This is an optimization exercise on Yosys and OpenROAD, whose aim is small area, not a production implementation. Only simulation tests tie the RTL to the original design; equivalence was not proved.

==> v21: inputs <==
## MIPS_ALU_top
module MIPS_ALU_top (
    input             clk,
    input      [31:0] dataA,
    input      [31:0] dataB,
    input      [3:0]  control,
    input      [4:0]  shmt,
    output reg [31:0] dataC,
    output reg        carry,
    output reg        zero,
    output reg        negative
);
wire [32:0] r_w;
wire        negative_w;
reg  [32:0] r_q;
reg         negative_q;
ALU alu_unit (
    .dataA(dataA),
    .dataB(dataB),
    .control(control),
    .shmt(shmt),
    .R(r_w),
    .negative(negative_w)
);
always @(posedge clk) begin
    r_q        <= r_w;
    negative_q <= negative_w;
    dataC      <= r_q[31:0];
    carry      <= r_q[32];
    zero       <= (r_q == 33'd0);
    negative   <= negative_q;
end
endmodule
export LEC_CHECK = 0
export ABC_AREA = 1
export CAP_MARGIN = 20
export CORE_MARGIN = 2
export CORE_UTILIZATION = 40
export CTS_BUF_LIST = sky130_fd_sc_hd__clkbuf_4 sky130_fd_sc_hd__clkbuf_8
export GPL_TIMING_DRIVEN = 0
export SETUP_SLACK_MARGIN = 0.2
export SLEW_MARGIN = 20
create_clock -name core_clock -period 11.0 [get_ports {clk}]
run.sh (not shown) runs the stock make flow with config.mk's settings and CLKGATE_MAP_FILE= SYNTH_SCRIPT=/design/flow/synth_recipe.tcl, a recipe that flattens the netlist after the stock synthesis.
==> inputs of v18, as changes to v21 <==
CORE_UTILIZATION = 50   (was 40)
==> summary.txt <==
- v21 ran to the end with no violations. v18 went through all stages and came out clean.
- Clock skew is about the same in v18 and v21.
- Synthesized area is the same in v18 and v21.
- In v21 the via count is smaller than in v18, by 1.4%.
- In critical path depth, v21 and v18 do not differ.
- Against v21, the worst setup slack of v18 is worse by 0.042 ns.
- Of v21 and v18, v21 has the higher count of clock-buffer cells in the layout (gap 1).
- Non-clock buffer count: v21 is higher than v18 (4).
- Of v18 and v21, v21 has the higher final cell count (gap about 4.6%, measured against v21).
- First-iteration DRC count: v18 is higher than v21 (about 30%).
- In v18 the global-route usage is higher than in v21, by 7.3 points.

==> v15: inputs <==
Starting RTL as in the previous note.
Design MIPS_ALU_top, start of the top module:
module MIPS_ALU_top (
    input             clk,
    input      [31:0] dataA,
    input      [31:0] dataB,
    input      [3:0]  control,
    input      [4:0]  shmt,
    output reg [31:0] dataC,
    output reg        carry,
    output reg        zero,
    output reg        negative
);
wire [32:0] r_w;
wire        negative_w;
reg  [32:0] r_q;
reg         negative_q;
ALU alu_unit (
    .dataA(dataA),
    .dataB(dataB),
    .control(control),
    .shmt(shmt),
    .R(r_w),
    .negative(negative_w)
);
always @(posedge clk) begin
    r_q        <= r_w;
    negative_q <= negative_w;
    dataC      <= r_q[31:0];
    carry      <= r_q[32];
    zero       <= (r_q == 33'd0);
    negative   <= negative_q;
end
endmodule
clock: 11.0 ns
lec_check: 0
abc_area: 1
cap_margin: 20
core_margin: 2
core_utilization: 40
gpl_timing_driven: 0
setup_slack_margin: 0.2
slew_margin: 20
==> inputs of v24, as changes to v15 <==
==> flow/flow/run.sh (new file) <==
#!/bin/bash
set -uo pipefail
W=$(pwd)
{ cat <<'EOT'
# synth_recipe.tcl with ABC's -script argument pointed at flow/abc.script
proc abc {args} {
  set i [lsearch -exact $args -script]
  if {$i >= 0} { lset args [expr {$i + 1}] @ABC@ }
  yosys abc {*}$args
}
EOT
cat synth_recipe.tcl; } | sed "s#@ABC@#$W/flow/abc.script#" > synth_abc.tcl
bash standard.sh SYNTH_SCRIPT=$W/synth_abc.tcl synth > synth.log 2>&1 || exit 1
bash standard.sh > layout.log 2>&1
==> flow/flow/abc.script (new file) <==
strash
&get -n
&st
&dch
&nf -R 1000
&put
topo
stime -c
buffer -c
upsize -c
dnsize -c
==> flow/standard.sh (new file) <==
#!/bin/bash
# synth_recipe.tcl (not shown) runs the flow's synth.tcl, then flattens the netlist and writes it again
# the make line also repeats each setting of config.mk as NAME=value (left out here)
make -C /OpenROAD-flow-scripts/flow DESIGN_CONFIG=/design/flow/config.mk WORK_HOME=/design/flow/orfs CLKGATE_MAP_FILE= SYNTH_SCRIPT=/design/flow/synth_recipe.tcl "${@:-finish}"
- CTS_BUF_LIST: default -> sky130_fd_sc_hd__clkbuf_4 sky130_fd_sc_hd__clkbuf_8
removed: flow/run.sh
==> summary of the runs <==
v15 finished with timing, DRC and antenna clean. v24 completed without violations.
Utilization: v15 is lower than v24 (2.9 points).
Between v15 and v24, the lower die area is in v24 (gap about 6%, measured against v24).
In v24 the area after synthesis is smaller than in v15, by 5.6%.
Of v15 and v24, v15 has the higher worst setup slack (gap 0.12 ns).
In clock skew, v15 and v24 hardly differ.
Between v15 and v24, the lower hold slack is in v15 (gap 0.0056 ns).

-- port drivers added, routing unchanged --
In the flow no input, the clock included, has a driving cell. The finished layouts below were timed again as built, in two steps. Step 1, drivers: a clkbuf_16 drives clk and a buf_2 each remaining input, both assumed. Step 2 times the ports against the registers' clock, not the clock port: input delays grow and output delays shrink by t, the midpoint of the rising clock arrivals with the driver on. Three values: ideal ports, drivers, drivers and shift; two values: the first two.
run	t, ns	setup WS [ns]	worst setup path after step 2	worst slew at a driven data input, ns
v21	0.356	0.283 / 0.286 / -0.070	input to register	0.05
v18	0.352	0.241 / 0.237 / -0.116	input to register	0.06
v15	0.349	0.405 / 0.410 / 0.061	input to register	0.05
v24	0.373	0.282 / 0.293 / -0.081	input to register	0.05
With both steps, setup timing fails in v21, v18 and v24, where it was met with ideal ports. The setup slack of v24, which loses most, moves by +0.011 ns with the drivers and by -0.363 ns with both steps.
